Context: an optimization exercise on an open-source flow, tuned for small area and few clock cycles. The choices shown serve that exercise and are no tape-out recipe.
RTL that was checked went through simulation tests only; none was proved equivalent to the original.
No functional check of the RTL was part of runs 4 to 7.
No activity file was given, so power comes from the tool's default toggle rates.

--- design/flow/config.mk ---
export PLATFORM = sky130hd
export DESIGN_NAME = F
export DESIGN_NICKNAME = F
export VERILOG_FILES = /design/flow/design.v
export SDC_FILE = /design/flow/constraint.sdc
export NUM_CORES = 4
export LEC_CHECK = 0
export CAP_MARGIN = 20
export CORE_MARGIN = 2
export CORE_UTILIZATION = 60
export CTS_BUF_LIST = sky130_fd_sc_hd__clkbuf_1
export SLEW_MARGIN = 20
--- design/flow/constraint.sdc ---
create_clock -name core_clock -period 8.0 [get_ports {clk}]
set_input_delay 1.6000 -clock core_clock [delete_from_list [all_inputs] [get_ports {clk}]]
set_output_delay 1.6000 -clock core_clock [all_outputs]
set_load 0.01 [all_outputs]
--- design/flow/design.v ---
module BUFFER(input [DATA_WIDTH-1:0] data_in,
					input clk,
					input ce,
					input rst,
					output [DATA_WIDTH-1:0] data_out
);
parameter DATA_DEPTH = 4;
parameter DATA_WIDTH = 32;
reg [DATA_DEPTH-1:0] shift_reg [DATA_WIDTH-1:0];
genvar i;
generate
	for (i=0; i < DATA_WIDTH; i=i+1) begin: buffer
		always @(posedge clk) begin
			if (rst==1'b1) begin
				shift_reg[i] <= 0;
			end else begin
				if (ce) begin
					if (DATA_DEPTH<2) begin
						shift_reg[i] <= data_in[i];
					end else begin
						shift_reg[i] <= {shift_reg[i][DATA_DEPTH-2:0], data_in[i]};
					end
				end
			end
		end
		assign data_out[i] = shift_reg[i][DATA_DEPTH-1:DATA_DEPTH-1];
	end
endgenerate
endmodule
`timescale 1ns / 1ps
module F(
    input empty,
    input [15:0] iu,
    input [15:0] iv,
    input [15:0] offset,
    input [PRECISION-1:0] indatar,
    input [PRECISION-1:0] indatai,
    output read,
    output valid,
    output [15:0] gind,
    output [15:0] cind,
    output [PRECISION-1:0] outdatar,
    output [PRECISION-1:0] outdatai,
    input clk,
    input rst
    );
	parameter PRECISION = 32;
	parameter GSIZE = 32;
	parameter SUPPORT = 7;
	parameter SSIZE = 2*SUPPORT+1;
	reg [3:0] k;	 
	wire last = (k == SSIZE - 1);
	always @(posedge clk)
		if (rst)
			k <= 0;
		else if (!empty)
			k <= last ? 4'd0 : k + 4'd1;
	function [31:0] csa(input [15:0] a, input [15:0] b, input [15:0] c);
		csa = {(a & b) | (a & c) | (b & c), a ^ b ^ c};
	endfunction
	function [16:0] padd(input [15:0] a, input [15:0] b, input ci);
		reg [15:0] g, p, gg, pp;
		integer i, j, l;
		begin
			g = a & b;
			p = a ^ b;
			gg = g;
			pp = p;
			gg[0] = g[0] | (p[0] & ci);
			for (l = 0; l < 4; l = l + 1)
				for (i = 0; i < 16; i = i + 1)
					if ((i >> l) & 1) begin
						j = ((i >> (l + 1)) << (l + 1)) + (1 << l) - 1;
						gg[i] = gg[i] | (pp[i] & gg[j]);
						pp[i] = pp[i] & pp[j];
					end
			padd = {gg[15], p ^ {gg[14:0], ci}};
		end
	endfunction
	wire [3:0] n0 = offset[3:0], n1 = offset[7:4], n2 = offset[11:8], n3 = offset[15:12];
	wire [31:0] t = csa(n1, n2, n3);			 
	wire [31:0] sc = csa(t[3:0], {t[19:16], 1'b0}, n0);
	wire [16:0] s = padd(sc[4:0], {sc[20:16], 1'b0}, 1'b0);	 
	reg [2:0] c;
	always @(*)
		case (s[5:0])
			0, 1, 2, 3, 4, 5, 6, 7, 8, 9, 10, 11, 12, 13, 14: c = 3'd0;
			15, 16, 17, 18, 19, 20, 21, 22, 23, 24, 25, 26, 27, 28, 29: c = 3'd1;
			30, 31, 32, 33, 34, 35, 36, 37, 38, 39, 40, 41, 42, 43, 44: c = 3'd2;
			45, 46, 47, 48, 49, 50, 51, 52, 53, 54, 55, 56, 57, 58, 59: c = 3'd3;
			default: c = 3'd4;
		endcase
	wire [31:0] dc = csa(t[3:0], {t[19:16], 1'b0}, k);
	wire [16:0] d = padd(dc[4:0], {dc[20:16], 1'b0}, 1'b0);	 
	wire [16:0] u = padd({n3, n3}, n2, 1'b0);		 
	wire [16:0] bh = padd(u[8:0], d[5:4], 1'b0);
	wire [16:0] q = padd({bh[8:0], d[3:0]}, c, 1'b0);
	assign cind = {3'd0, q[12:0]};
	assign valid = !empty;
	assign read = !empty && last;
	wire [16:0] iu7 = padd(iu, 16'hfff9, 1'b0);
	wire [31:0] gc = csa(iv[10:0], iu7[15:5], k);
	wire [16:0] gh = padd(gc[10:0], {gc[25:16], 1'b0}, 1'b0);
	assign gind = {gh[10:0], iu7[4:0]};
	assign outdatar = indatar;
	assign outdatai = indatai;
endmodule
--- design/flow/flow/run.sh ---
#!/bin/bash
# Standard layout with two changes to synthesis: adders stay plain gates
# (no full/half-adder cells) and ABC maps with flow/abc.script.
# Each tool's output goes to a log file in the work folder.
set -e
W=$(pwd)
{ head -n 1 synth_recipe.tcl; cat flow/abc_proc.tcl; tail -n +2 synth_recipe.tcl; } > own_synth.tcl
export MY_ABC_SCRIPT=$W/flow/abc.script MY_ABC_D=4500
bash standard.sh ADDER_MAP_FILE= SYNTH_SCRIPT=$W/own_synth.tcl BUFFER_PORTS_ARGS="-buffer_cell sky130_fd_sc_hd__buf_1" finish > standard.log 2>&1
--- design/flow/flow/abc.script ---
strash; dch; amap; topo; stime -c
--- design/flow/flow/abc_proc.tcl ---
# Own ABC script for technology mapping: synth.tcl calls abc with its
# -script and -D; this replaces the script with $MY_ABC_SCRIPT, in which
# {D} stands for the delay target $MY_ABC_D (ps).
proc abc {args} {
  set f [open $::env(MY_ABC_SCRIPT) r]
  set s [string map [list "{D}" $::env(MY_ABC_D)] [read $f]]
  close $f
  set script $::env(OBJECTS_DIR)/own_abc.script
  set f [open $script w]
  puts $f $s
  close $f
  set out {}
  for {set i 0} {$i < [llength $args]} {incr i} {
    set a [lindex $args $i]
    if {$a eq "-script"} { incr i; lappend out -script $script; continue }
    if {$a eq "-D"} { incr i; continue }
    lappend out $a
  }
  yosys abc {*}$out
}
--- design/flow/standard.sh ---
#!/bin/bash
# synth_recipe.tcl (not shown) runs the flow's synth.tcl, then flattens the netlist and writes it again
# the make line also repeats each setting of config.mk as NAME=value (left out here)
make -C /OpenROAD-flow-scripts/flow DESIGN_CONFIG=/design/flow/config.mk WORK_HOME=/design/flow/orfs CLKGATE_MAP_FILE= SYNTH_SCRIPT=/design/flow/synth_recipe.tcl "${@:-finish}"
==> summary.txt, run 1 <==
first-iteration detailed-routing DRC count between 100 and 150; number of global-route vias before repair 2142; worst-path fanout max 5; routed wire length about 7.1 mm; Synth Instances between 400 and 500; Critical Path Start Type input pin; largest family of logic cells by synthesized area simple AND/OR/NAND/NOR gates; Largest Register k; Initial Util 0.6366; Critical Setup Path Class in2out; gr usage total 0.3367; power consumption ~0.25 mW; fin nets ~540; reg-to-reg critical path startpoint k[0]; min cycle time layout about 7.4 ns; Final Setup Violations 0; CTS Hold Bufs 0; row count 21; largest net degree at the start of global routing 10; Detail Route Antenna Nets 0; register area 80.08 um^2; hold crit path type reg2reg; Hold Fails Final Rpt 0; Reg clk slew, reported paths ~0.090 ns; post-DR wirelength/cell 15.01 um; mux contribution to synthesized area 0; largest registers k x4; R2R Setup Slk 6.53 ns; First-pass DRT Iterations 5; die width 64.20 um; share of layout cells above drive strength 1 0.01412; Fill cells around 390; Worst Path Buf+Inv 5; Clock Latency Late Sink about 0.25 ns; final std cells w/o fill about 470; RSZ-0062 raised after global routing no; CP most frequent cell nand2_1; global-route wire length before repair 10.47 mm; clock root cell clkbuf_1; synthesized area about 0.0022 mm^2; period utilization 0.9199; cts bufs inserted 3; initial antenna violation count 0; number of synthesized flops with an enable pin 0; Critical Path End Type output pin; ys flop type dfxtp_1; post-layout util 0.6040; XOR/XNOR share of the synthesized area 0.004028; FFs w/ async S/R, synth 0; fmax 135.9 MHz; static leakage between 0.7 and 0.8 nW; synth warn 1; GRT overflow 0; PortBufs between 70 and 80; Peak VDD IR 0.09822 mV; n_diodes 0; sum of negative setup slack 0 ns; HP Start k[0]; syn_area_per_cell 5.304 um^2; crit path DAT 5.76 ns; pwr/cell area 123.4 mW/mm^2; post-CTS setup buffers 0; core area about 0.0034 mm^2; die height 64.20 um; number of register bits inferred by synthesis 4; post-synthesis compound-gate area fraction 0.3349; GP Congestion about 0.89; slowest CP cell or3_1; register area share after synthesis 0.03682; final slew viol count 0; multi-input logic area around 0.0015 mm^2; CTS HTree Levels 1; Synth Area in Adders 0; crit-path leading delay family simple AND/OR/NAND/NOR gates; R2R depth 6; die area ~0.004 mm^2; dpl hpwl 6.495 mm; measured slew at the worst slew-check pin between 0.5 and 0.6 ns; r2r endpoint k[2]; worst-case hold path end point k[0]; CP peak stage delay 0.40 ns; relative slew slack 0.6113; Area Overhead vs Synth -5.121%; synth unique cells 28; outcome complete, no violations; vias per cell 5.265; post-synthesis simple-gate area fraction 0.3395; Worst EP required roughly 6.4 ns; Setup WS pre-CTS around 0.3 ns; CTS tree done; Largest register FFs 4; Sink Count 4; DRC 0; I/O pins 213; clk buf depth 2; Hold Crit Depth 2; vias post-DR 2480; Max Cap Violations 0; Clock Skews between 0.006 and 0.007 ns; Resize count post-CTS 0; worst setup margin 0.6407 ns; placed cells around 470
## area by class of cell
type | count | area share
Multi-Input combinational cell | 311 | 0.7307
Inverter | 30 | 0.05458
Timing Repair Buffer | 77 | 0.1425
Clock buffer | 3 | 0.005458
Sequential cell | 4 | 0.03881
Tap cell | 46 | 0.02790
## worst reg2reg max path, stage by stage, from the launching register on
cell	delay, ns
dfxtp_1	0.36
clkinv_1	0.16
nor2_1	0.16
clkinv_1	0.10
nor2_1	0.13
clkinv_1	0.09
a2111oi_0	0.35
## metrics by stage
stage	cell area (um^2)	hold WS, ns
6_report	2063	0.5885
5_1_grt	2063	0.6317
4_1_cts	2041	0.5914
3_5_place_dp	2029	0.5824
3_3_place_gp	2029	0.5785
2_1_floorplan	2182	0.5171
## where the power goes
group	leakage (nW)	internal [mW]	switching, mW	total (mW)
clock	0.00354	0.00614	0.00902	0.0152
sequential	0.0327	0.0208	0.000627	0.0214
combinational	0.746	0.0784	0.140	0.218
total	0.782	0.105	0.149	0.255
## cell usage in the layout (no fill, tap or decap), types with 2 or more instances in the layout
cell type / netlist / final
a2111oi_0: 3 / 3
o21a_1: 9 / 9
or3_1: 3 / 3
nor2_1: 74 / 74
buf_1: 0 / 75
nand2_1: 76 / 76
a222oi_1: 3 / 3
o21ai_0: 54 / 50
o22ai_1: 5 / 4
clkinv_1: 30 / 30
conb_1: 1 / 3
or2_0: 8 / 8
nor3_1: 5 / 5
a31oi_1: 2 / 2
o21ai_1: 0 / 3
dfxtp_1: 4 / 4
clkbuf_1: 0 / 3
and2_0: 6 / 5
a21oi_1: 43 / 42
a21o_1: 4 / 4
nand3_1: 2 / 2
nor2b_1: 3 / 3
## cells in the mapped netlist, types with 3 or more instances
library cell / n / area share
o21a_1: 9 / 0.031
dfxtp_1: 4 / 0.037
nor2b_1: 3 / 0.0086
or3_1: 3 / 0.0086
a21oi_1: 43 / 0.099
a21o_1: 4 / 0.014
o22ai_1: 5 / 0.014
a222oi_1: 3 / 0.014
nor3_1: 5 / 0.012
nor2_1: 74 / 0.13
and2_0: 6 / 0.017
clkinv_1: 30 / 0.052
nand2_1: 76 / 0.13
buf_4: 67 / 0.23
or2_0: 8 / 0.023
o21ai_0: 54 / 0.12
a2111oi_0: 3 / 0.012
## metal layers
layer / GRT usage / share of wire
met5: 0 / 0
met1: 0.2658 / 0.29
met3: 0.2412 / 0.18
met2: 0.5690 / 0.46
met4: 0.2500 / 0.072
## how the worst max path moves through the flow
stage                     from       end  slack (ns)  cells after the start
finish              offset[13]  cind[12]        0.64                     25
global route        offset[13]  cind[10]        0.02                     27
CTS                 offset[13]  cind[12]        0.28                     24
detailed placement  offset[13]  cind[12]        0.30                     24
global placement    offset[13]  cind[12]        0.42                     24
floorplan            offset[9]  cind[12]        1.05                     22
## cell families after synthesis
| family | after synthesis |
|---|---|
| and+or+nand+nor | 179 |
| AOI/OAI and AO/OA | 128 |
| buffers and inverters | 97 |
| DFF | 4 |
| xor gates and xnor gates | 1 |
| other | 1 |
Testbench counts, summed over its fixed seeds: cycles 21,630.
==> run 2: changes to the inputs <==
--- a/design/flow/config.mk
+++ b/design/flow/config.mk
@@ -7,6 +7,8 @@
 export LEC_CHECK = 0
 export CAP_MARGIN = 20
 export CORE_MARGIN = 2
-export CORE_UTILIZATION = 60
+export CORE_UTILIZATION = 55
 export CTS_BUF_LIST = sky130_fd_sc_hd__clkbuf_1
+export CTS_CLUSTER_DIAMETER = 200
+export CTS_CLUSTER_SIZE = 20
 export SLEW_MARGIN = 20
==> summary.txt, run 2 <==
commonest non-fill, non-tap cell in the layout nand2_1 (unchanged); die area 0.004473 mm^2 (was 0.004122 mm^2); Area Overhead vs Synth -5.236% (was -5.121%); vias post-DR 2496 (was 2480); first-iteration detailed-routing DRC count 98 (was 125); Critical Setup Path Class in2out (unchanged); Critical Path End Type output pin (unchanged); area leader, netlist buf_4 (unchanged); CP most frequent cell nand2_1 (unchanged); CP peak stage delay 0.40 ns (about the same); number of synthesized flops with an enable pin 0 (unchanged); Clock Skews 0.01519 ns (was 0.006999 ns); worst-path fanout max 5 (unchanged); met2 Track Usage GR 0.4963 (was 0.5690); synthesized area 0.002175 mm^2 (unchanged); initial antenna violation count 0 (unchanged); reg-to-reg critical path startpoint k[0] (unchanged); worst setup margin 0.5571 ns (was 0.6407 ns); static leakage 0.7771 nW (was 0.7825 nW); crit-path leading delay family simple AND/OR/NAND/NOR gates (unchanged); crit path DAT 5.84 ns (was 5.76 ns); core area 0.003744 mm^2 (was 0.003416 mm^2); placed cells 469 (was 468); cell area after placement 0.002024 mm^2 (was 0.002029 mm^2); syn_area_per_cell 5.304 um^2 (unchanged); final slew viol count 0 (unchanged); GRT overflow 0 (unchanged); Peak VDD IR 0.1120 mV (was 0.09822 mV); pwr/cell area 123.6 mW/mm^2 (was 123.4 mW/mm^2); PortBufs 76 (unchanged); Hold Fails Final Rpt 0 (unchanged); gr usage total 0.3330 (was 0.3367); GP Congestion 0.8529 (was 0.8924); Worst EP required 6.40 ns (about the same); dpl hpwl 6.664 mm (was 6.495 mm); synth warn 1 (unchanged); Reg clk slew, reported paths 0.07 ns (was 0.09 ns); die height 66.88 um (was 64.20 um); FFs w/ async S/R, synth 0 (unchanged); post-DR wirelength/cell 15.73 um (was 15.01 um); n_diodes 0 (unchanged); vias per cell 5.288 (was 5.265); CTS tree done (unchanged); post-layout util 0.5505 (was 0.6040); die width 66.88 um (was 64.20 um); Detail Route Antenna Nets 0 (unchanged); clock root cell clkbuf_1 (unchanged); First-pass DRT Iterations 4 (was 5); Max Cap Violations 0 (unchanged); CTS Hold Bufs 0 (unchanged); largest registers k x4 (unchanged); final std cells w/o fill 472 (was 471); cts bufs inserted 3 (unchanged); share of the synthesized area in the top cell type 0.2313 (unchanged); largest net degree at the start of global routing 10 (unchanged); fin nets 541 (was 542); power consumption 0.2547 mW (was 0.2546 mW); CTS HTree Levels 1 (unchanged); synth unique cells 28 (unchanged); post-CTS setup buffers 0 (unchanged); met3 Track Usage GR 0.2922 (was 0.2412); number of global-route vias before repair 2120 (was 2142); register area share after synthesis 0.03682 (unchanged); share of layout cells above drive strength 1 0.01415 (was 0.01412); relative slew slack 0.5797 (was 0.6113); sum of negative setup slack 0 ns (unchanged); most frequent cell after synthesis nand2_1 (unchanged); HP Start k[3] (was k[0]); Clock Latency Late Sink 0.25 ns (about the same); Synth top cells by count nand2_1, nor2_1, buf_4 (unchanged); Initial Util 0.5809 (was 0.6366); Setup WS pre-CTS 0.3734 ns (was 0.3004 ns); I/O pins 213 (unchanged); global-route wire length before repair 10.67 mm (was 10.47 mm); Largest register FFs 4 (unchanged); start point of the critical path offset[13] (unchanged); Sink Count 4 (unchanged); Critical Path Start Type input pin (unchanged); slowest CP cell or3_1 (unchanged); synth top area cells buf_4, nand2_1, nor2_1, o21ai_0, a21oi_1 (unchanged); Synth Instances 410 (unchanged); DRC 0 (unchanged); number of register bits inferred by synthesis 4 (unchanged); GRT busiest layer met2 (unchanged); ys flop type dfxtp_1 (unchanged); row count 22 (was 21); final design area excluding fillers 0.002061 mm^2 (was 0.002063 mm^2); Worst Path Buf+Inv 4 (was 5); Final Setup Violations 0 (unchanged); most frequent cells in the layout nand2_1, buf_1, nor2_1, o21ai_0, a21oi_1 (unchanged); fmax 134.4 MHz (was 135.9 MHz); WHS 0.5884 ns (was 0.5885 ns); outcome complete, no violations (unchanged); clk buf depth 2 (unchanged); measured slew at the worst slew-check pin 0.6305 ns (was 0.5778 ns); hold crit path type reg2reg (unchanged); routed wire length 7.426 mm (was 7.072 mm); Largest Register k (unchanged); period utilization 0.9304 (was 0.9199); M1 GR Usage 0.2495 (was 0.2658); Fill cells 448 (was 387); min cycle time layout 7.443 ns (was 7.359 ns)
run 2: cell count changes in the layout (fill, tap and decap cells not counted):
cell    delta
nor2_2     +1
buf_4      -1
nor2_1     -1
run 2: cell type report:
type | count | area, um^2 | share of cell area
clock buffer | 3 | 11.26 | 0.005464
sequential | 4 | 80.08 | 0.03886
inverter | 30 | 112.6 | 0.05464
timing repair buffer | 76 | 286.5 | 0.1390
multi-input combinational | 311 | 1510 | 0.7328
tap | 48 | 60.06 | 0.02914
run 2: power by group:
part / leakage (nW) / internal, mW / total [mW] / switching, mW
clock network: 0.00354 / 0.00613 / 0.0148 / 0.00867
registers: 0.0327 / 0.0208 / 0.0214 / 0.000647
logic: 0.741 / 0.0781 / 0.218 / 0.140
run 2: final timing paths:
check             to  slack [ns]  cells past startpoint
max          cind[9]        0.56                     27
min             k[3]        0.59                      2
max reg2reg     k[2]        6.47                      6
min reg2reg     k[3]        0.59                      2
run 2: repair_timing:
action	in CTS	in global routing
setup endpoints to repair	0	7
gates resized for setup	0	11
hold endpoints to repair	0	0
run 2: metal layers:
layer / routed length (um) / up-vias
met5: 54 / -
met4: 742 / 2
met3: 1467 / 40
met2: 3101 / 121
met1: 2059 / 971
li1: - / 1362
run 2: kinds of logic after synthesis:
| kind of cell | after synthesis | synth area share |
|---|---|---|
| simple gates | 179 | 0.3395 |
| compound gates | 128 | 0.3349 |
| flops | 4 | 0.03683 |
| buf+inv | 97 | 0.2831 |
| other cells | 1 | 0.001724 |
| xor+xnor | 1 | 0.004028 |
run 2: worst register-to-register path: cells and delay by family, from the launching register on:
kind | cells | cell delay, ns
compound gates | 1 | 0.38
buf+inv | 3 | 0.37
flops | 1 | 0.37
simple gates | 2 | 0.29
==> run 3: changes to the inputs <==
==> design/flow/flow/abc.script (replaced) <==
strash; &get -n; &deepsyn -I 4 -J 50; &put; dch; amap; topo; stime -c
==> summary.txt, run 3 <==
r2r endpoint k[2] (unchanged); global-route wire length before repair 7.969 mm (was 10.67 mm); synth unique cells 25 (was 28); cell area after placement 0.001988 mm^2 (was 0.002024 mm^2); GRT busiest layer met2 (unchanged); syn_area_per_cell 5.451 um^2 (was 5.304 um^2); share of layout cells above drive strength 1 0.07463 (was 0.01415); die height 64.80 um (was 66.88 um); CTS HTree Levels 1 (unchanged); Hold Fails Final Rpt 0 (unchanged); period utilization 0.9455 (was 0.9304); power consumption 0.2748 mW (was 0.2547 mW); register area share after synthesis 0.03938 (was 0.03682); slowest CP cell a211o_1 (was or3_1); worst-path fanout max 5 (unchanged); most frequent cells in the layout buf_1, nand2_1, nor2_1, o21ai_0, a21oi_1 (was nand2_1, buf_1, nor2_1, o21ai_0, a21oi_1); reg-to-reg critical path startpoint k[1] (was k[0]); multi-input logic area 0.001415 mm^2 (was 0.001510 mm^2); vias post-DR 2355 (was 2496); first-iteration detailed-routing DRC count 55 (was 98); Largest Register k (unchanged); largest net degree at the start of global routing 8 (was 10); fmax 132.2 MHz (was 134.4 MHz); row count 22 (unchanged); Critical Setup Path Class in2out (unchanged); core area 0.003606 mm^2 (was 0.003744 mm^2); number of register bits inferred by synthesis 4 (unchanged); Hold Crit Depth 1 (was 2); dpl hpwl 4.710 mm (was 6.664 mm); min cycle time layout 7.564 ns (was 7.443 ns); PortBufs 76 (unchanged); HP Start k[1] (was k[3]); clock root cell clkbuf_1 (unchanged); routed wire length 5.374 mm (was 7.426 mm); number of synthesized flops with an enable pin 0 (unchanged); final design area excluding fillers 0.002072 mm^2 (was 0.002061 mm^2); initial antenna violation count 0 (unchanged); gr usage total 0.2408 (was 0.3330); Critical Path End Type output pin (unchanged); final slew viol count 0 (unchanged); most frequent cell after synthesis buf_4 (was nand2_1); Largest register FFs 4 (unchanged); FFs w/ async S/R, synth 0 (unchanged); register area 80.08 um^2 (unchanged); largest registers k x4 (unchanged); Clock Skews 0.01105 ns (was 0.01519 ns); number of global-route vias before repair 1790 (was 2120); Final Setup Violations 0 (unchanged); fin nets 519 (was 541); n_diodes 0 (unchanged); I/O pins 213 (unchanged); R2R Setup Slk 6.46 ns (was 6.47 ns); Fill cells 412 (was 448); Clock Latency Late Sink 0.23 ns (was 0.25 ns); pwr/cell area 132.6 mW/mm^2 (was 123.6 mW/mm^2); outcome complete, no violations (unchanged); DRC 0 (unchanged); worst-case hold path end point k[1] (was k[3]); First-pass DRT Iterations 4 (unchanged); vias per cell 5.233 (was 5.288); Critical Path Start Type input pin (unchanged); Peak VDD IR 0.08262 mV (was 0.1120 mV); hold crit path type reg2reg (unchanged); Initial Util 0.5638 (was 0.5809); clk buf depth 2 (unchanged); R2R depth 5 (was 6); CP peak stage delay 0.29 ns (was 0.40 ns); met3 Track Usage GR 0.09549 (was 0.2922); cts bufs inserted 3 (unchanged); share of the synthesized area in the top cell type 0.2474 (was 0.2313); commonest non-fill, non-tap cell in the layout buf_1 (was nand2_1); ys flop type dfxtp_1 (unchanged); CTS tree done (unchanged); Sink Count 4 (unchanged); M1 GR Usage 0.2518 (was 0.2495); synth top area cells buf_4, o21ai_0, nand2_1, nor2_1, a21oi_1 (was buf_4, nand2_1, nor2_1, o21ai_0, a21oi_1); die area 0.004199 mm^2 (was 0.004473 mm^2); Detail Route Antenna Nets 0 (unchanged); static leakage 0.8034 nW (was 0.7771 nW); synthesized area 0.002033 mm^2 (was 0.002175 mm^2); met2 Track Usage GR 0.4420 (was 0.4963); Worst EP required 6.40 ns (about the same); area leader, netlist buf_4 (unchanged); die width 64.80 um (was 66.88 um); crit path DAT 5.96 ns (was 5.84 ns); Area Overhead vs Synth 1.908% (was -5.236%); Max Cap Violations 0 (unchanged); CP most frequent cell nor2_1 (was nand2_1); WHS 0.5475 ns (was 0.5884 ns); Reg clk slew, reported paths 0.08 ns (was 0.07 ns); GP Congestion 0.8146 (was 0.8529); GRT overflow 0 (unchanged); Synth Instances 373 (was 410); Synth top cells by count buf_4, nand2_1, nor2_1 (was nand2_1, nor2_1, buf_4); post-DR wirelength/cell 11.94 um (was 15.73 um); synth warn 1 (unchanged)
[run 3: cell types whose count changed after synthesis, moves of 2 or more]
cell | before | now
a2111oi_0 | 3 | 0
nor2_1 | 74 | 57
nor3_1 | 5 | 1
clkinv_1 | 30 | 28
a22oi_1 | 0 | 5
a211oi_1 | 0 | 4
and2_0 | 6 | 2
a21oi_1 | 43 | 40
o21a_1 | 9 | 16
a222oi_1 | 3 | 0
or2_0 | 8 | 6
nand3_1 | 2 | 0
nand2_1 | 76 | 61
[run 3: cell type report]
cell class | count | area share
inverter | 28 | 0.05072
sequential | 4 | 0.03865
tap | 48 | 0.02899
multi-input combinational | 276 | 0.6830
clock buffer | 3 | 0.005435
timing repair buffer | 91 | 0.1932
[run 3: metrics by stage]
step | setup WS (ns) | std cells | setup TNS, ns | utilization
2_1_floorplan | 0.6729 | 375 | 0 | -
3_3_place_gp | 0.2190 | 446 | 0 | 0.5514
3_5_place_dp | 0.1555 | 446 | 0 | 0.5514
4_1_cts | 0.1363 | 449 | 0 | 0.5545
5_1_grt | -0.03845 | 450 | -0.05173 | 0.5746
6_report | 0.4359 | 450 | 0 | 0.5746
[run 3: routing by layer]
metal  vias to the layer above  part of all wire  wire (um)
met5                         -                 0          0
met4                         0             0.017         90
met3                        20             0.094        507
met2                       107              0.50       2687
met1                       952              0.39       2089
li1                       1276                 -          -
[run 3: worst max path at each step]
stage	start	end	slack [ns]	depth (start not counted)
3_3_place_gp	offset[13]	cind[9]	0.22	30
3_5_place_dp	offset[13]	cind[9]	0.16	30
6_report	offset[13]	cind[9]	0.44	32
2_1_floorplan	offset[13]	cind[9]	0.67	28
5_1_grt	offset[13]	cind[9]	-0.04	32
4_1_cts	offset[13]	cind[9]	0.14	30
[run 3: report_power, final]
part           total (mW)  internal [mW]  switching (mW)
Combinational       0.239         0.0945           0.144
Clock              0.0140        0.00614         0.00782
Sequential         0.0220         0.0208         0.00123
[run 3: cells by family (layout without fill, tap and decap cells)]
logic type | count (synthesis) | after routing | share of synthesized area
AOI/OAI and AO/OA | 136 | 136 | 0.3828
and+or+nand+nor | 136 | 136 | 0.2726
buffers and inverters | 95 | 122 | 0.2991
DFF | 4 | 4 | 0.03939
other | 1 | 3 | 0.001844
xor gates and xnor gates | 1 | 1 | 0.004308
[run 3: repair_timing]
item                                    CTS  global route
buffers inserted                          0             1
resized for setup                         0            24
hold buffers                              0             0
endpoints found under the setup margin    0             6
[run 3: critical path: cells and delay by family]
kind / cells / cell delay (ns)
AOI/OAI and AO/OA: 14 / 2.16
buffers and inverters: 5 / 0.67
and+or+nand+nor: 13 / 1.52
==> run 4: changes to the inputs <==
--- a/design/flow/design.v
+++ b/design/flow/design.v
@@ -55,6 +55,18 @@
 			k <= 0;
 		else if (!empty)
 			k <= last ? 4'd0 : k + 4'd1;
+	function [16:0] radd(input [15:0] a, input [15:0] b, input ci);
+		integer i;
+		reg c;
+		begin
+			c = ci;
+			for (i = 0; i < 16; i = i + 1) begin
+				radd[i] = a[i] ^ b[i] ^ c;
+				c = (a[i] & b[i]) | (c & (a[i] ^ b[i]));
+			end
+			radd[16] = c;
+		end
+	endfunction
 	function [31:0] csa(input [15:0] a, input [15:0] b, input [15:0] c);
 		csa = {(a & b) | (a & c) | (b & c), a ^ b ^ c};
 	endfunction
@@ -92,15 +104,15 @@
 		endcase
 	wire [31:0] dc = csa(t[3:0], {t[19:16], 1'b0}, k);
 	wire [16:0] d = padd(dc[4:0], {dc[20:16], 1'b0}, 1'b0);	 
-	wire [16:0] u = padd({n3, n3}, n2, 1'b0);		 
+	wire [16:0] u = radd({n3, n3}, n2, 1'b0);		 
 	wire [16:0] bh = padd(u[8:0], d[5:4], 1'b0);
 	wire [16:0] q = padd({bh[8:0], d[3:0]}, c, 1'b0);
 	assign cind = {3'd0, q[12:0]};
 	assign valid = !empty;
 	assign read = !empty && last;
-	wire [16:0] iu7 = padd(iu, 16'hfff9, 1'b0);
+	wire [16:0] iu7 = radd(iu, 16'hfff9, 1'b0);
 	wire [31:0] gc = csa(iv[10:0], iu7[15:5], k);
-	wire [16:0] gh = padd(gc[10:0], {gc[25:16], 1'b0}, 1'b0);
+	wire [16:0] gh = radd(gc[10:0], {gc[25:16], 1'b0}, 1'b0);
 	assign gind = {gh[10:0], iu7[4:0]};
 	assign outdatar = indatar;
 	assign outdatai = indatai;
==> design/flow/flow/abc.script (replaced) <==
strash; dch; amap; topo; stime -c
--- a/design/flow/config.mk
+++ b/design/flow/config.mk
@@ -8,7 +8,5 @@
 export CAP_MARGIN = 20
 export CORE_MARGIN = 2
 export CORE_UTILIZATION = 55
-export CTS_BUF_LIST = sky130_fd_sc_hd__clkbuf_1
-export CTS_CLUSTER_DIAMETER = 200
-export CTS_CLUSTER_SIZE = 20
+export CTS_BUF_LIST = sky130_fd_sc_hd__clkbuf_2
 export SLEW_MARGIN = 20
==> summary.txt, run 4 <==
CP most frequent cell nand2_1 (was nor2_1); largest net degree at the start of global routing 8 (unchanged); min cycle time layout 7.432 ns (was 7.564 ns); hold crit path type reg2reg (unchanged); register area share after synthesis 0.03785 (was 0.03938); synth unique cells 23 (was 25); die width 66.03 um (was 64.80 um); Sink Count 4 (unchanged); Setup WS pre-CTS 0.03892 ns (was 0.1555 ns); largest registers k x4 (unchanged); I/O pins 213 (unchanged); multi-input logic area 0.001490 mm^2 (was 0.001415 mm^2); crit path DAT 5.83 ns (was 5.96 ns); PortBufs 76 (unchanged); number of register bits inferred by synthesis 4 (unchanged); n_diodes 0 (unchanged); Critical Path End Type output pin (unchanged); Synth Instances 396 (was 373); vias post-DR 2385 (was 2355); outcome complete, no violations (unchanged); measured slew at the worst slew-check pin around 0.74 ns; most frequent cell after synthesis nor2_1 (was buf_4); slowest CP cell or2_0 (was a211o_1); Worst Path Buf+Inv 5 (unchanged); Area Overhead vs Synth 0.7095% (was 1.908%); GP Congestion 0.8008 (was 0.8146); First-pass DRT Iterations 4 (unchanged); post-CTS setup buffers 0 (unchanged); GRT overflow 0 (unchanged); dpl hpwl 4.707 mm (was 4.710 mm); clock root cell clkbuf_2 (was clkbuf_1); worst setup margin 0.5684 ns (was 0.4359 ns); vias per cell 5.074 (was 5.233); number of synthesized flops with an enable pin 0 (unchanged); clk buf depth 2 (unchanged); relative slew slack 0.5065; Worst EP required 6.40 ns (about the same); global-route wire length before repair 7.369 mm (was 7.969 mm); first-iteration detailed-routing DRC count 72 (was 55); DRC 0 (unchanged); worst-path fanout max 4 (was 5); Max Cap Violations 0 (unchanged); Detail Route Antenna Nets 0 (unchanged); commonest non-fill, non-tap cell in the layout buf_1 (unchanged); row count 22 (unchanged); static leakage 0.8147 nW (was 0.8034 nW); most frequent cells in the layout buf_1, nor2_1, nand2_1, o21ai_0, a21oi_1 (was buf_1, nand2_1, nor2_1, o21ai_0, a21oi_1); die height 66.03 um (was 64.80 um); number of global-route vias before repair 1760 (was 1790); period utilization 0.9289 (was 0.9455); fin nets 539 (was 519); synth warn 1 (unchanged); Reg clk slew, reported paths 0.04 ns (was 0.08 ns); pwr/cell area 129.2 mW/mm^2 (was 132.6 mW/mm^2); Critical Setup Path Class in2out (unchanged); Fill cells 398 (was 412); Clock Latency Late Sink 0.21 ns (was 0.23 ns); Initial Util 0.5736 (was 0.5638); Largest register FFs 4 (unchanged); fmax 134.6 MHz (was 132.2 MHz); CTS HTree Levels 1 (unchanged); synthesized area 0.002116 mm^2 (was 0.002033 mm^2); Peak VDD IR 0.1433 mV (was 0.08262 mV); Largest Register k (unchanged); syn_area_per_cell 5.343 um^2 (was 5.451 um^2); share of the synthesized area in the top cell type 0.2377 (was 0.2474); core area 0.003689 mm^2 (was 0.003606 mm^2); Final Setup Violations 0 (unchanged); register area 80.08 um^2 (unchanged); CTS tree done (unchanged); Clock Skews 0.004801 ns (was 0.01105 ns); die area 0.004359 mm^2 (was 0.004199 mm^2); final slew viol count 0 (unchanged); gr usage total 0.2151 (was 0.2408); Synth top cells by count nor2_1, buf_4, nand2_1 (was buf_4, nand2_1, nor2_1); cts bufs inserted 3 (unchanged); power consumption 0.2752 mW (was 0.2748 mW); Critical Path Start Type input pin (unchanged); routed wire length 5.310 mm (was 5.374 mm); ys flop type dfxtp_1 (unchanged); area leader, netlist buf_4 (unchanged); Hold Fails Final Rpt 0 (unchanged); synth top area cells buf_4, nor2_1, o21ai_0, a21oi_1, nand2_1 (was buf_4, o21ai_0, nand2_1, nor2_1, a21oi_1); post-DR wirelength/cell 11.30 um (was 11.94 um); FFs w/ async S/R, synth 0 (unchanged); crit-path leading delay family simple AND/OR/NAND/NOR gates (was compound AO/OA/AOI/OAI gates); CP peak stage delay 0.23 ns (was 0.29 ns); share of layout cells above drive strength 1 0.06872 (was 0.07463); initial antenna violation count 0 (unchanged)
==> run 4: cell types whose count changed after synthesis, sizes merged, moves of 2 or more <==
| cell | before | now |
|---|---|---|
| or3 | 3 | 0 |
| a31oi | 3 | 1 |
| nor3 | 1 | 6 |
| nor2 | 57 | 74 |
| a21oi | 40 | 45 |
| a22oi | 5 | 0 |
| a211oi | 4 | 0 |
| o22ai | 5 | 7 |
| and2 | 2 | 8 |
==> run 4: power breakdown <==
| group | internal, mW | leakage [nW] | total [mW] | switching [mW] |
|---|---|---|---|---|
| clock | 0.0101 | 0.0125 | 0.0183 | 0.00828 |
| combinational | 0.0961 | 0.770 | 0.235 | 0.139 |
| sequential | 0.0209 | 0.0327 | 0.0220 | 0.00106 |
| total | 0.127 | 0.815 | 0.275 | 0.148 |
==> run 4: metrics by stage <==
step	util	hold WS, ns	cells	setup TNS [ns]	instance area (um^2)
after global routing	0.5777	0.5720	470	-0.07695	2131
final	0.5777	0.5536	470	0	2131
after floorplan	-	0.5056	398	0	2123
after global placement	0.5573	0.5349	467	0	2056
after CTS	0.5614	0.5551	470	0	2071
after detailed placement	0.5573	0.5447	467	0	2056
==> run 4: what timing repair did <==
item,in CTS,in global routing
hold buffers,0,0
endpoints found under the setup margin,1,8
gates resized for setup,1,23
==> run 4: per-layer routing <==
metal	global-route usage	wire length (um)	vias to the layer above
met5	0	0	-
met4	0.02296	23	0
met3	0.06814	544	7
met2	0.4280	2723	98
met1	0.2237	2019	944
li1	-	-	1336
==> run 4: cell families after synthesis <==
group	count (synthesis)	synth area share
DFF	4	0.03785
and+or+nand+nor	159	0.3081
other	1	0.001772
buffers and inverters	96	0.2892
AOI/OAI and AO/OA	136	0.3631
==> run 4: worst register-to-register path, stage by stage (launching register included) <==
cell	delay [ns]
dfxtp_1	0.41
clkinv_1	0.17
nor3_1	0.27
clkinv_1	0.12
a2111oi_0	0.41
==> run 4: worst paths after layout <==
check | cells past startpoint | slack, ns | startpoint | to
max | 31 | 0.57 | offset[5] | cind[11]
min | 2 | 0.55 | k[1] | k[1]
max reg2reg | 4 | 6.48 | k[0] | k[2]
min reg2reg | 2 | 0.55 | k[1] | k[1]
==> run 4: area by class of cell <==
class,count,area share
Sequential cell,4,0.03758
Inverter,29,0.05109
Multi-Input combinational cell,298,0.6994
Timing Repair Buffer,88,0.1767
Tap cell,48,0.02819
Clock buffer,3,0.007046
==> run 5: changes to the inputs <==
--- a/design/flow/design.v
+++ b/design/flow/design.v
@@ -104,16 +104,17 @@
 		endcase
 	wire [31:0] dc = csa(t[3:0], {t[19:16], 1'b0}, k);
 	wire [16:0] d = padd(dc[4:0], {dc[20:16], 1'b0}, 1'b0);	 
-	wire [16:0] u = radd({n3, n3}, n2, 1'b0);		 
+	wire [16:0] u = padd({n3, n3}, n2, 1'b0);		 
 	wire [16:0] bh = padd(u[8:0], d[5:4], 1'b0);
 	wire [16:0] q = padd({bh[8:0], d[3:0]}, c, 1'b0);
 	assign cind = {3'd0, q[12:0]};
 	assign valid = !empty;
 	assign read = !empty && last;
-	wire [16:0] iu7 = radd(iu, 16'hfff9, 1'b0);
-	wire [31:0] gc = csa(iv[10:0], iu7[15:5], k);
-	wire [16:0] gh = radd(gc[10:0], {gc[25:16], 1'b0}, 1'b0);
-	assign gind = {gh[10:0], iu7[4:0]};
+	wire [16:0] gl = radd(iu[4:0], 5'd25, 1'b0);
+	wire [31:0] g1 = csa(iv[10:0], iu[15:5], 11'h7ff);
+	wire [31:0] g2 = csa(g1[10:0], {g1[25:16], 1'b0}, k);
+	wire [16:0] gh = radd(g2[10:0], {g2[25:16], 1'b0}, gl[5]);
+	assign gind = {gh[10:0], gl[4:0]};
 	assign outdatar = indatar;
 	assign outdatai = indatai;
 endmodule
==> design/flow/flow/abc.script (replaced) <==
strash; dc2; dc2; dch -f; amap; topo; stime -c
--- a/design/flow/config.mk
+++ b/design/flow/config.mk
@@ -8,5 +8,7 @@
 export CAP_MARGIN = 20
 export CORE_MARGIN = 2
 export CORE_UTILIZATION = 55
-export CTS_BUF_LIST = sky130_fd_sc_hd__clkbuf_2
+export CTS_BUF_LIST = sky130_fd_sc_hd__clkbuf_1
+export CTS_CLUSTER_DIAMETER = 200
+export CTS_CLUSTER_SIZE = 20
 export SLEW_MARGIN = 20
==> summary.txt, run 5 <==
Synth top cells by count nor2_1, buf_4, a21oi_1 (was nor2_1, buf_4, nand2_1); CTS tree done (unchanged); Final Setup Violations 0 (unchanged); hold crit path type reg2reg (unchanged); register area 80.08 um^2 (unchanged); core area 0.003633 mm^2 (was 0.003689 mm^2); syn_area_per_cell 5.327 um^2 (was 5.343 um^2); Largest Register k (unchanged); CTS HTree Levels 1 (unchanged); period utilization 0.9419 (was 0.9289); post-layout util 0.5744 (was 0.5777); worst-path fanout max 4 (unchanged); gr usage total 0.2331 (was 0.2151); dpl hpwl 4.188 mm (was 4.707 mm); Peak VDD IR 0.05510 mV (was 0.1433 mV); Setup WS pre-CTS 0.1509 ns (was 0.03892 ns); Worst Path Buf+Inv 6 (was 5); synthesized area 0.002067 mm^2 (was 0.002116 mm^2); Critical Path Start Type input pin (unchanged); reg-to-reg critical path startpoint k[2] (was k[0]); most frequent cell after synthesis nor2_1 (unchanged); row count 22 (unchanged); Fill cells 422 (was 398); Synth Instances 388 (was 396); area leader, netlist buf_4 (unchanged); PortBufs 76 (unchanged); Initial Util 0.5689 (was 0.5736); GP Congestion 0.7858 (was 0.8008); number of register bits inferred by synthesis 4 (unchanged); number of global-route vias before repair 1934 (was 1760); WHS 0.5172 ns (was 0.5536 ns); relative slew slack 0.5895 (was 0.5065); share of the synthesized area in the top cell type 0.2433 (was 0.2377); largest net degree at the start of global routing 8 (unchanged); share of layout cells above drive strength 1 0.08313 (was 0.06872); FFs w/ async S/R, synth 0 (unchanged); number of synthesized flops with an enable pin 0 (unchanged); synth top area cells buf_4, nor2_1, a21oi_1, o21ai_0, nand2_1 (was buf_4, nor2_1, o21ai_0, a21oi_1, nand2_1); most frequent cells in the layout nor2_1, buf_1, a21oi_1, nand2_1, o21ai_0 (was buf_1, nor2_1, nand2_1, o21ai_0, a21oi_1); min cycle time layout 7.535 ns (was 7.432 ns); slowest CP cell o21ai_0 (was or2_0); GRT overflow 0 (unchanged); outcome complete, no violations (unchanged); initial antenna violation count 0 (unchanged); crit-path leading delay family compound AO/OA/AOI/OAI gates (was simple AND/OR/NAND/NOR gates); Reg clk slew, reported paths 0.07 ns (was 0.04 ns); Largest register FFs 4 (unchanged); vias post-DR 2409 (was 2385); multi-input logic area 0.001491 mm^2 (was 0.001490 mm^2); die area 0.004265 mm^2 (was 0.004359 mm^2); CP peak stage delay 0.51 ns (was 0.23 ns); pwr/cell area 133.3 mW/mm^2 (was 129.2 mW/mm^2); commonest non-fill, non-tap cell in the layout nor2_1 (was buf_1); synth warn 1 (unchanged); Hold Fails Final Rpt 0 (unchanged); first-iteration detailed-routing DRC count 49 (was 72); clock root cell clkbuf_1 (was clkbuf_2); die width 65.31 um (was 66.03 um); post-DR wirelength/cell 11.04 um (was 11.30 um); start point of the critical path offset[13] (was offset[5]); fmax 132.7 MHz (was 134.6 MHz); ys flop type dfxtp_1 (unchanged); n_diodes 0 (unchanged); Detail Route Antenna Nets 0 (unchanged); Worst EP required 6.40 ns (about the same); fin nets 526 (was 539); crit path DAT 5.94 ns (was 5.83 ns); Critical Setup Path Class in2out (unchanged); I/O pins 213 (unchanged); Critical Path End Type output pin (unchanged); die height 65.31 um (was 66.03 um); Max Cap Violations 0 (unchanged); Area Overhead vs Synth 0.9685% (was 0.7095%); measured slew at the worst slew-check pin 0.6093 ns (was 0.7402 ns); largest registers k x4 (unchanged); Clock Skews 0.02357 ns (was 0.004801 ns); final slew viol count 0 (unchanged); DRC 0 (unchanged); vias per cell 5.271 (was 5.074); Sink Count 4 (unchanged); sum of negative setup slack 0 ns (unchanged); cts bufs inserted 3 (unchanged); routed wire length 5.043 mm (was 5.310 mm); worst setup margin 0.4646 ns (was 0.5684 ns); synth unique cells 24 (was 23); register area share after synthesis 0.03874 (was 0.03785); static leakage 0.7708 nW (was 0.8147 nW); HP Start k[3] (was k[1]); First-pass DRT Iterations 4 (unchanged); CP most frequent cell nand2_1 (unchanged); clk buf depth 2 (unchanged); global-route wire length before repair 8.079 mm (was 7.369 mm); Clock Latency Late Sink 0.25 ns (was 0.21 ns); CTS Hold Bufs 0 (unchanged)
-- run 5: cell types whose count changed in the layout (fill, tap and decap cells not counted), moves of 3 or more --
cell	change
o21ai_0	-16
a21oi_1	+14
nand2_1	-14
nor2_1	+9
a21o_1	-5
buf_4	-5
and3_1	+4
nor3_1	-4
or2_0	-4
buf_1	-3
clkbuf_1	+3
nor2_2	+3
o22ai_1	+3
-- run 5: layer usage --
metal / up-vias / global-route usage / wire length [um] / part of all wire
li1: 1299 / - / - / -
met1: 992 / 0.2956 / 2213 / 0.44
met2: 106 / 0.3520 / 2153 / 0.43
met3: 12 / 0.09418 / 608 / 0.12
met4: 0 / 0.08854 / 68 / 0.013
met5: - / 0 / 0 / 0
-- run 5: logic make-up after synthesis --
group	after synthesis	synth area share
other	1	0.001814
DFF	4	0.03874
and+or+nand+nor	153	0.2990
AOI/OAI and AO/OA	134	0.3596
buffers and inverters	94	0.2924
xor gates and xnor gates	2	0.008476
-- run 5: timing repair --
action,in CTS,in global routing
setup buffers,0,1
setup endpoints to repair,0,6
resized for setup,0,38
-- run 5: per-stage QoR --
step                      area, um^2  std cells  total power [mW]
after global placement          1962        453            0.2443
final                           2087        457            0.2782
after floorplan                 2074        390            0.2156
after CTS                       1973        456            0.2629
after detailed placement        1962        453            0.2463
after global routing            2087        457            0.3172
-- run 5: layout make-up --
| cell class | instances | share of cell area |
|---|---|---|
| timing repair buffer | 83 | 0.1643 |
| multi-input combinational | 292 | 0.7146 |
| tap | 48 | 0.02878 |
| clock buffer | 3 | 0.005396 |
| inverter | 27 | 0.04856 |
| sequential | 4 | 0.03837 |
-- run 5: worst reg2reg max path: stages (launching register included) --
cell and delay, ns:
dfxtp_1 0.48, clkinv_1 0.19, nor4_1 0.36, or2_0 0.24
nor2_1 0.07
-- run 5: final timing paths --
path | slack (ns) | to | cells past startpoint
setup / recovery | 0.46 | cind[10] | 31
hold / removal | 0.52 | k[3] | 2
setup reg to reg | 6.53 | k[1] | 4
hold reg to reg | 0.52 | k[3] | 2
-- run 5: power breakdown --
part / switching (mW) / internal (mW) / leakage, nW
Sequential: 0.00124 / 0.0208 / 0.0327
Clock: 0.00895 / 0.00614 / 0.00354
Combinational: 0.149 / 0.0921 / 0.735
Total: 0.159 / 0.119 / 0.771
==> run 6: changes to the inputs <==
==> design/flow/flow/abc.script (replaced) <==
strash; dch; amap; topo; stime -c
==> summary.txt, run 6 <==
start point of the critical path offset[13] (unchanged); worst setup margin 0.7367 ns (was 0.4646 ns); Critical Setup Path Class in2out (unchanged); number of synthesized flops with an enable pin 0 (unchanged); outcome complete, no violations (unchanged); clk buf depth 2 (unchanged); die height 66.10 um (was 65.31 um); global-route wire length before repair 7.852 mm (was 8.079 mm); register area share after synthesis 0.03776 (was 0.03874); RSZ-0062 raised after global routing no; first-iteration detailed-routing DRC count 58 (was 49); DRC 0 (unchanged); n_diodes 0 (unchanged); largest net degree at the start of global routing 9 (was 8); Final Setup Violations 0 (unchanged); sum of negative setup slack 0 ns (unchanged); PortBufs 76 (unchanged); hold crit path type reg2reg (unchanged); Synth top cells by count nor2_1, buf_4, a21oi_1 (unchanged); pwr/cell area 133.6 mW/mm^2 (was 133.3 mW/mm^2); Largest register FFs 4 (unchanged); period utilization 0.9079 (was 0.9419); CTS HTree Levels 1 (unchanged); Detail Route Antenna Nets 0 (unchanged); commonest non-fill, non-tap cell in the layout nor2_1 (unchanged); static leakage 0.7249 nW (was 0.7708 nW); Worst EP required 6.40 ns (about the same); area leader, netlist buf_4 (unchanged); share of layout cells above drive strength 1 0.01928 (was 0.08313); vias post-DR 2363 (was 2409); Hold Fails Final Rpt 0 (unchanged); Setup WS pre-CTS 0.4199 ns (was 0.1509 ns); Synth Instances 399 (was 388); HP Start k[1] (was k[3]); worst-path fanout max 5 (was 4); die width 66.10 um (was 65.31 um); synth warn 1 (unchanged); gr usage total 0.2196 (was 0.2331); number of global-route vias before repair 1980 (was 1934); fmax 137.7 MHz (was 132.7 MHz); row count 22 (unchanged); die area 0.004369 mm^2 (was 0.004265 mm^2); CTS tree done (unchanged); min cycle time layout 7.263 ns (was 7.535 ns); synthesized area 0.002121 mm^2 (was 0.002067 mm^2); initial antenna violation count 0 (unchanged); syn_area_per_cell 5.315 um^2 (was 5.327 um^2); cell area after placement 0.001978 mm^2 (was 0.001962 mm^2); FFs w/ async S/R, synth 0 (unchanged); GP Congestion 0.7715 (was 0.7858); core area 0.003689 mm^2 (was 0.003633 mm^2); Critical Path End Type output pin (unchanged); final design area excluding fillers 0.002018 mm^2 (was 0.002087 mm^2); I/O pins 213 (unchanged); Largest Register k (unchanged); WHS 0.5741 ns (was 0.5172 ns); share of the synthesized area in the top cell type 0.2372 (was 0.2433); Reg clk slew, reported paths 0.06 ns (was 0.07 ns); vias per cell 5.104 (was 5.271); Clock Latency Late Sink 0.25 ns (about the same); number of register bits inferred by synthesis 4 (unchanged); most frequent cells in the layout nor2_1, buf_1, a21oi_1, nand2_1, o21ai_0 (unchanged); Sink Count 4 (unchanged); First-pass DRT Iterations 6 (was 4); Area Overhead vs Synth -4.838% (was 0.9685%); Initial Util 0.5750 (was 0.5689); Critical Path Start Type input pin (unchanged); reg-to-reg critical path startpoint k[1] (was k[2]); crit path DAT 5.66 ns (was 5.94 ns); Max Cap Violations 0 (unchanged); GRT overflow 0 (unchanged); clock root cell clkbuf_1 (unchanged); synth top area cells buf_4, nor2_1, a21oi_1, o21ai_0, nand2_1 (unchanged); cts bufs inserted 3 (unchanged); ys flop type dfxtp_1 (unchanged); final slew viol count 0 (unchanged); dpl hpwl 4.144 mm (was 4.188 mm); post-DR wirelength/cell 10.28 um (was 11.04 um); largest registers k x4 (unchanged); fin nets 532 (was 526); Peak VDD IR 0.05943 mV (was 0.05510 mV); Clock Skews 0.03319 ns (was 0.02357 ns); routed wire length 4.760 mm (was 5.043 mm); most frequent cell after synthesis nor2_1 (unchanged); synth unique cells 26 (was 24)
run 6: final cells by class:
type,instances,area (um^2)
sequential,4,80.08
multi-input combinational,301,1456
clock buffer,3,11.26
tap,48,60.06
fill,432,1670
inverter,29,108.9
timing repair buffer,78,301.5
run 6: cell families (layout without fill, tap and decap cells):
group                  after synthesis  in the layout  synth area share
and+or+nand+nor                    157            157            0.3044
AOI/OAI and AO/OA                  141            141            0.3676
buffers and inverters               96            110            0.2885
DFF                                  4              4           0.03776
other                                1              3          0.001768
run 6: worst paths after layout:
path | endpoint | slack, ns | cells past startpoint
max | cind[12] | 0.74 | 24
min | k[1] | 0.57 | 2
max reg2reg | k[2] | 6.68 | 5
min reg2reg | k[1] | 0.57 | 2
run 6: repair_timing:
item / in CTS / in global routing
gates resized for setup: 0 / 9
hold buffers: 0 / 0
hold endpoints to repair: 0 / 0
buffers inserted: 0 / 1
endpoints found under the setup margin: 0 / 9
run 6: power breakdown:
part           total [mW]  switching, mW  internal [mW]
clock              0.0148        0.00865        0.00614
combinational       0.233          0.146         0.0864
sequential         0.0222        0.00139         0.0208
total               0.270          0.156          0.113
run 6: worst max-delay path: stages:
cell,delay [ns]
buf_1,0.15
nand2_1,0.10
o21ai_1,0.16
clkinv_1,0.12
o22ai_1,0.23
and2_0,0.23
nor2_1,0.09
clkinv_1,0.06
o22ai_1,0.09
nor2_1,0.15
clkinv_1,0.09
nor2_1,0.13
clkinv_1,0.09
a31oi_1,0.24
a21oi_1,0.13
a21oi_1,0.31
a21oi_1,0.14
nor2_1,0.16
nand2_1,0.12
nor3_1,0.19
o21ai_0,0.15
or3b_1,0.40
o311ai_0,0.31
buf_1,0.19
run 6: metal layers:
| metal | track usage | up-vias | wire length (um) |
|---|---|---|---|
| met5 | 0 | - | 0 |
| met4 | 0.07653 | 0 | 89 |
| met1 | 0.2597 | 896 | 2181 |
| met2 | 0.3775 | 99 | 2070 |
| li1 | - | 1350 | - |
| met3 | 0.05963 | 18 | 418 |
run 6: per-stage QoR:
stage,std cells,power [mW],utilization
finish,463,0.2697,0.5472
global route,463,0.3098,0.5472
CTS,462,0.2640,0.5393
detailed placement,459,0.2475,0.5363
global placement,459,0.2456,0.5363
floorplan,401,0.2225,-
==> run 7: changes to the inputs <==
--- a/design/flow/design.v
+++ b/design/flow/design.v
@@ -103,8 +103,8 @@
 			default: c = 3'd4;
 		endcase
 	wire [31:0] dc = csa(t[3:0], {t[19:16], 1'b0}, k);
-	wire [16:0] d = padd(dc[4:0], {dc[20:16], 1'b0}, 1'b0);	 
-	wire [16:0] u = padd({n3, n3}, n2, 1'b0);		 
+	wire [16:0] d = radd(dc[4:0], {dc[20:16], 1'b0}, 1'b0);	 
+	wire [16:0] u = radd({n3, n3}, n2, 1'b0);		 
 	wire [16:0] bh = padd(u[8:0], d[5:4], 1'b0);
 	wire [16:0] q = padd({bh[8:0], d[3:0]}, c, 1'b0);
 	assign cind = {3'd0, q[12:0]};
--- a/design/flow/config.mk
+++ b/design/flow/config.mk
@@ -8,7 +8,7 @@
 export CAP_MARGIN = 20
 export CORE_MARGIN = 2
 export CORE_UTILIZATION = 55
-export CTS_BUF_LIST = sky130_fd_sc_hd__clkbuf_1
+export CTS_BUF_LIST = sky130_fd_sc_hd__clkbuf_2
 export CTS_CLUSTER_DIAMETER = 200
 export CTS_CLUSTER_SIZE = 20
 export SLEW_MARGIN = 20
==> summary.txt, run 7 <==
register area share after synthesis 0.03825 (was 0.03776); die area 0.004315 mm^2 (was 0.004369 mm^2); commonest non-fill, non-tap cell in the layout nor2_1 (unchanged); synth top area cells buf_4, a21oi_1, nor2_1, o21ai_0, nand2_1 (was buf_4, nor2_1, a21oi_1, o21ai_0, nand2_1); most frequent cells in the layout nor2_1, buf_1, a21oi_1, nand2_1, o21ai_0 (unchanged); synth warn 1 (unchanged); hold crit path type reg2reg (unchanged); crit path DAT 5.83 ns (was 5.66 ns); clock root cell clkbuf_2 (was clkbuf_1); number of global-route vias before repair 1999 (was 1980); GRT overflow 0 (unchanged); static leakage 0.7438 nW (was 0.7249 nW); FFs w/ async S/R, synth 0 (unchanged); syn_area_per_cell 5.299 um^2 (was 5.315 um^2); n_diodes 0 (unchanged); GP Congestion 0.7575 (was 0.7715); die width 65.69 um (was 66.10 um); fin nets 535 (was 532); worst-path fanout max 4 (was 5); Largest Register k (unchanged); Worst EP required 6.40 ns (about the same); worst setup margin 0.5676 ns (was 0.7367 ns); gr usage total 0.2175 (was 0.2196); Worst Path Buf+Inv 6 (unchanged); Synth Instances 395 (was 399); largest registers k x4 (unchanged); reg-to-reg critical path startpoint k[1] (unchanged); row count 22 (unchanged); global-route wire length before repair 7.603 mm (was 7.852 mm); Critical Path End Type output pin (unchanged); dpl hpwl 4.055 mm (was 4.144 mm); area leader, netlist buf_4 (unchanged); Critical Setup Path Class in2out (unchanged); min cycle time layout 7.432 ns (was 7.263 ns); Setup WS pre-CTS 0.1223 ns (was 0.4199 ns); start point of the critical path offset[9] (was offset[13]); synthesized area 0.002093 mm^2 (was 0.002121 mm^2); power consumption 0.2896 mW (was 0.2697 mW); CP most frequent cell nand2_1; Max Cap Violations 0 (unchanged); vias per cell 5.240 (was 5.104); Clock Skews 0.001012 ns (was 0.03319 ns); Largest register FFs 4 (unchanged); first-iteration detailed-routing DRC count 84 (was 58); Area Overhead vs Synth -0.4184% (was -4.838%); largest net degree at the start of global routing 9 (unchanged); cts bufs inserted 3 (unchanged); Reg clk slew, reported paths 0.04 ns (was 0.06 ns); RSZ-0062 raised after global routing no (unchanged); die height 65.69 um (was 66.10 um); CP peak stage delay 0.27 ns (was 0.40 ns); fmax 134.5 MHz (was 137.7 MHz); core area 0.003661 mm^2 (was 0.003689 mm^2); vias post-DR 2442 (was 2363); Sink Count 4 (unchanged); Initial Util 0.5718 (was 0.5750); Clock Latency Late Sink 0.21 ns (was 0.25 ns); final slew viol count 0 (unchanged); period utilization 0.9291 (was 0.9079); share of layout cells above drive strength 1 0.06459 (was 0.01928); Detail Route Antenna Nets 0 (unchanged); ys flop type dfxtp_1 (unchanged); Fill cells 418 (was 432); First-pass DRT Iterations 4 (was 6); share of the synthesized area in the top cell type 0.2403 (was 0.2372); clk buf depth 2 (unchanged); Hold Fails Final Rpt 0 (unchanged); most frequent cell after synthesis nor2_1 (unchanged); number of register bits inferred by synthesis 4 (unchanged); routed wire length 4.759 mm (was 4.760 mm); Synth top cells by count nor2_1, a21oi_1, buf_4 (was nor2_1, buf_4, a21oi_1); CTS tree done (unchanged); Peak VDD IR 0.05508 mV (was 0.05943 mV); sum of negative setup slack 0 ns (unchanged); post-DR wirelength/cell 10.21 um (was 10.28 um); I/O pins 213 (unchanged); number of synthesized flops with an enable pin 0 (unchanged); pwr/cell area 138.9 mW/mm^2 (was 133.6 mW/mm^2); slowest CP cell o311ai_1 (was or3b_1); initial antenna violation count 0 (unchanged); synth unique cells 28 (was 26); HP Start k[2] (was k[1]); Critical Path Start Type input pin (unchanged); crit-path leading delay family compound AO/OA/AOI/OAI gates (unchanged); CTS Hold Bufs 0 (unchanged); outcome complete, no violations (unchanged); DRC 0 (unchanged); Final Setup Violations 0 (unchanged); CTS HTree Levels 1 (unchanged); PortBufs 76 (unchanged)
run 7: changes by cell type after synthesis, moves of 2 or more:
cell and change:
nand2_1 +4, a21o_1 -3, o21ai_0 +2, and2_0 -2, a21oi_1 +6, a22oi_1 +4
o22ai_1 -6, or3b_1 -2, nor2_1 -7, nor2b_1 -3
run 7: layer usage:
metal  global-route usage  vias up  share of wire
li1                     -     1332              -
met1               0.2459      990           0.44
met2               0.3737      105           0.45
met3              0.07192       15          0.091
met4              0.08594        0          0.020
met5                    0        -              0
run 7: final cells by class:
type,count,area (um^2),area share
Inverter,30,112.6,0.05402
Tap cell,48,60.06,0.02881
Timing Repair Buffer,85,352.8,0.1693
Clock buffer,3,15.01,0.007203
Multi-Input combinational cell,296,1464,0.7023
Sequential cell,4,80.08,0.03842
run 7: cells by family after synthesis:
logic type | Yosys count | share of synthesized area
simple gates | 148 | 0.2845
compound gates | 144 | 0.3772
buf+inv | 97 | 0.2941
flops | 4 | 0.03826
xor+xnor | 1 | 0.004185
other cells | 1 | 0.001791
run 7: worst reg2reg max path, cell delays in order (launching register included):
cell and delay (ns):
dfxtp_1 0.40, clkinv_1 0.20, nor3_1 0.35, nand2_1 0.11, o21ai_0 0.09, nor3_1 0.06
run 7: final timing paths:
check                                end  slack, ns  cells after the start
worst min-delay path                k[3]       0.53                      2
worst max register to register      k[2]       6.68                      5
worst min register to register      k[3]       0.53                      2
worst max-delay path            cind[12]       0.57                     28
run 7: report_power, final:
group	switching (mW)	leakage, nW	internal, mW
clock	0.00901	0.0125	0.0101
sequential	0.00117	0.0327	0.0209
combinational	0.156	0.699	0.0925
run 7: per-stage QoR:
step / util / hold slack [ns] / instances / instance area [um^2]
global route: 0.5694 / 0.5552 / 466 / 2085
global placement: 0.5431 / 0.5207 / 460 / 1988
detailed placement: 0.5431 / 0.5207 / 460 / 1988
CTS: 0.5472 / 0.5266 / 463 / 2003
finish: 0.5694 / 0.5282 / 466 / 2085
floorplan: - / 0.4917 / 397 / 2101
run 7: timing repair:
item	CTS	global route
setup buffers	0	3
endpoints found under the setup margin	0	7
resized for setup	0	23
==> run 8: changes to the inputs <==
--- a/design/flow/design.v
+++ b/design/flow/design.v
@@ -103,7 +103,7 @@
 			default: c = 3'd4;
 		endcase
 	wire [31:0] dc = csa(t[3:0], {t[19:16], 1'b0}, k);
-	wire [16:0] d = radd(dc[4:0], {dc[20:16], 1'b0}, 1'b0);	 
+	wire [16:0] d = padd(dc[4:0], {dc[20:16], 1'b0}, 1'b0);	 
 	wire [16:0] u = radd({n3, n3}, n2, 1'b0);		 
 	wire [16:0] bh = padd(u[8:0], d[5:4], 1'b0);
 	wire [16:0] q = padd({bh[8:0], d[3:0]}, c, 1'b0);
==> summary.txt, run 8 <==
most frequent cell after synthesis nor2_1 (unchanged); XOR/XNOR share of the synthesized area 0 (was 0.004184); synth warn 1 (unchanged); post-DR wirelength/cell 10.72 um (was 10.21 um); global-route wire length before repair 7.928 mm (was 7.603 mm); Largest register FFs 4 (unchanged); initial antenna violation count 0 (unchanged); highest metal used met4 (unchanged); number of global-route vias before repair 1959 (was 1999); Area Overhead vs Synth -6.265% (was -0.4184%); vias post-DR 2402 (was 2442); PortBufs 76 (unchanged); I/O pins 213 (unchanged); Synth Area in Adders 0 (unchanged); Synth top cells by count nor2_1, buf_4, a21oi_1 (was nor2_1, a21oi_1, buf_4); clk buf depth 2 (unchanged); CTS HTree Levels 1 (unchanged); HP Start k[1] (was k[2]); number of register bits inferred by synthesis 4 (unchanged); die width 66.04 um (was 65.69 um); Initial Util 0.5739 (was 0.5718); worst-path fanout max 5 (was 4); Sink Count 4 (unchanged); synthesized area 0.002117 mm^2 (was 0.002093 mm^2); Resize count post-CTS 0 (unchanged); FFs w/ async S/R, synth 0 (unchanged); number of synthesized flops with an enable pin 0 (unchanged); RSZ-0062 raised after global routing no (unchanged); routed wire length on met3 449 um (was 432 um); largest registers k x4 (unchanged); synth unique cells 28 (unchanged); hold crit path type reg2reg (unchanged); pwr/cell area 135.7 mW/mm^2 (was 138.9 mW/mm^2); reg-to-reg critical path startpoint k[1] (unchanged); final slew viol count 0 (unchanged); post-synthesis compound-gate area fraction 0.3729 (was 0.3772); Reg clk slew, reported paths 0.04 ns (about the same); vias per cell 5.210 (was 5.240); Sequential Power Share 0.082 (was 0.076); final std cells w/o fill 461 (was 466); share of the synthesized area in the top cell type 0.2376 (was 0.2403); R2R depth 5 (unchanged); register area share after synthesis 0.03783 (was 0.03825); Int Pwr 0.1124 mW (was 0.1234 mW); placed cells 458 (was 460); ys flop type dfxtp_1 (unchanged); largest family of logic cells by synthesized area compound AO/OA/AOI/OAI gates (unchanged); share of layout cells above drive strength 1 0.009685 (was 0.06459); First-pass DRT Iterations 4 (unchanged); DRC 0 (unchanged); post-layout util 0.5380 (was 0.5694); Clock Power Share 0.076 (was 0.066); sum of negative setup slack 0 ns (unchanged); Largest Register k (unchanged); period utilization 0.9200 (was 0.9291); fmax 135.9 MHz (was 134.5 MHz); WL met2 2.171 mm (was 2.130 mm); Synth Instances 399 (was 395); Hold Crit Depth 2 (unchanged); worst setup margin 0.6401 ns (was 0.5676 ns); crit path DAT 5.76 ns (was 5.83 ns); M1 WL 2.185 mm (was 2.102 mm); most frequent cells in the layout nor2_1, buf_1, a21oi_1, nand2_1, o21ai_0 (unchanged); die height 66.04 um (was 65.69 um); synth top area cells buf_4, a21oi_1, nor2_1, o21ai_0, nand2_1 (unchanged); r2r endpoint k[2] (unchanged); combinational share of power 0.842 (was 0.858); area leader, netlist buf_4 (unchanged); row count 22 (unchanged); Peak VDD IR 0.05325 mV (was 0.05508 mV); mux contribution to synthesized area 0 (unchanged); Worst EP required 6.40 ns (about the same); n_diodes 0 (unchanged); clock root cell clkbuf_2 (unchanged); Critical Path Start Type input pin (unchanged); Fill cells 433 (was 418); GP Congestion 0.8302 (was 0.7575); worst-case hold path end point k[1] (was k[3]); commonest non-fill, non-tap cell in the layout nor2_1 (unchanged); Detail Route Antenna Nets 0 (unchanged); GRT overflow 0 (unchanged); die area 0.004361 mm^2 (was 0.004315 mm^2); Critical Path End Type output pin (unchanged); first-iteration detailed-routing DRC count 49 (was 84); largest net degree at the start of global routing 9 (unchanged); static leakage 0.7021 nW (was 0.7438 nW); outcome complete, no violations (unchanged); dpl hpwl 4.369 mm (was 4.055 mm); Max Cap Violations 0 (unchanged); Critical Setup Path Class in2out (unchanged); core area 0.003689 mm^2 (was 0.003661 mm^2); Clock Skews 0.008780 ns (was 0.001012 ns); fin nets 530 (was 535); post-synthesis simple-gate area fraction 0.2967 (was 0.2845); gr usage total 0.2238 (was 0.2175); CTS Hold Bufs 0 (unchanged); cts bufs inserted 3 (unchanged); switch share 0.5825 (was 0.5738); R2R Setup Slk 6.66 ns (was 6.68 ns); Clock Latency Late Sink 0.23 ns (was 0.21 ns); syn_area_per_cell 5.306 um^2 (was 5.299 um^2); post-CTS setup buffers 0 (unchanged); min cycle time layout 7.360 ns (was 7.432 ns); Setup WS pre-CTS 0.5805 ns (was 0.1223 ns); CTS tree done (unchanged); routed wire length 4.941 mm (was 4.759 mm); sw power 0.1568 mW (was 0.1661 mW); Final Setup Violations 0 (unchanged); WHS 0.5785 ns (was 0.5282 ns); Hold Fails Final Rpt 0 (unchanged)
## run 8: per-layer routing
layer	vias to the layer above	track usage
met5	-	0
met4	0	0.07653
met1	938	0.2590
met3	19	0.05622
li1	1343	-
met2	102	0.3977
## run 8: cells by family after synthesis
family | after synthesis
buffers and inverters | 97
other | 1
and+or+nand+nor | 153
AOI/OAI and AO/OA | 144
DFF | 4
## run 8: layout make-up
class                      instances  area (um^2)  area share
multi-input combinational        300         1431      0.7213
sequential                         4        80.08     0.04035
clock buffer                       3        15.01    0.007566
inverter                          30        112.6     0.05675
tap                               48        60.06     0.03026
timing repair buffer              76        285.3      0.1438
## run 8: how the worst max path moves through the flow
stage | from | endpoint | slack (ns) | cells past startpoint
after floorplan | offset[9] | cind[12] | 1.17 | 24
after global placement | offset[14] | cind[9] | 0.64 | 29
after detailed placement | offset[14] | cind[10] | 0.58 | 29
after CTS | offset[14] | cind[10] | 0.57 | 29
after global routing | offset[14] | cind[10] | 0.02 | 32
final | offset[13] | cind[10] | 0.64 | 28
## run 8: critical path, cell delays in order
cell      delay, ns
buf_1          0.11
o21ai_0        0.34
clkinv_1       0.15
o22ai_1        0.26
and2_0         0.24
nor2_1         0.09
clkinv_1       0.06
o22ai_1        0.07
nor2_1         0.13
clkinv_1       0.09
nor2_1         0.18
nor2_1         0.08
nor2_1         0.09
a21oi_1        0.05
or3b_1         0.38
o21a_1         0.18
o32ai_1        0.15
nand2_1        0.16
o21ai_0        0.24
nand2_1        0.10
o21ai_0        0.11
nand2_1        0.08
clkinv_1       0.10
nand4_1        0.16
clkinv_1       0.14
nand3_1        0.08
a21oi_1        0.16
buf_1          0.16
## run 8: power groups by stage
stage / registers [mW] / logic, mW / clock network, mW
2_1_floorplan: 0.0220 / 0.200 / 0
3_3_place_gp: 0.0225 / 0.223 / 0
3_5_place_dp: 0.0225 / 0.225 / 0
4_1_cts: 0.0221 / 0.227 / 0.0199
5_1_grt: 0.0222 / 0.260 / 0.0207
6_report: 0.0221 / 0.227 / 0.0206
## run 8: stage by stage
step / cell area, um^2 / total power, mW
6_report: 1984 / 0.2693
5_1_grt: 1984 / 0.3026
4_1_cts: 1982 / 0.2685
3_5_place_dp: 1967 / 0.2475
3_3_place_gp: 1967 / 0.2456
2_1_floorplan: 2125 / 0.2219
Testbench counts of run 8, summed over its fixed seeds: cycles 21,630.

Check on run 8: ideal ports give 0.640 ns setup slack; a clkbuf_16 on the clock port and buf_2 on the inputs give 0.612 ns; moving port delays by the midpoint clock arrival (0.247 ns) as well gives 0.612 ns.
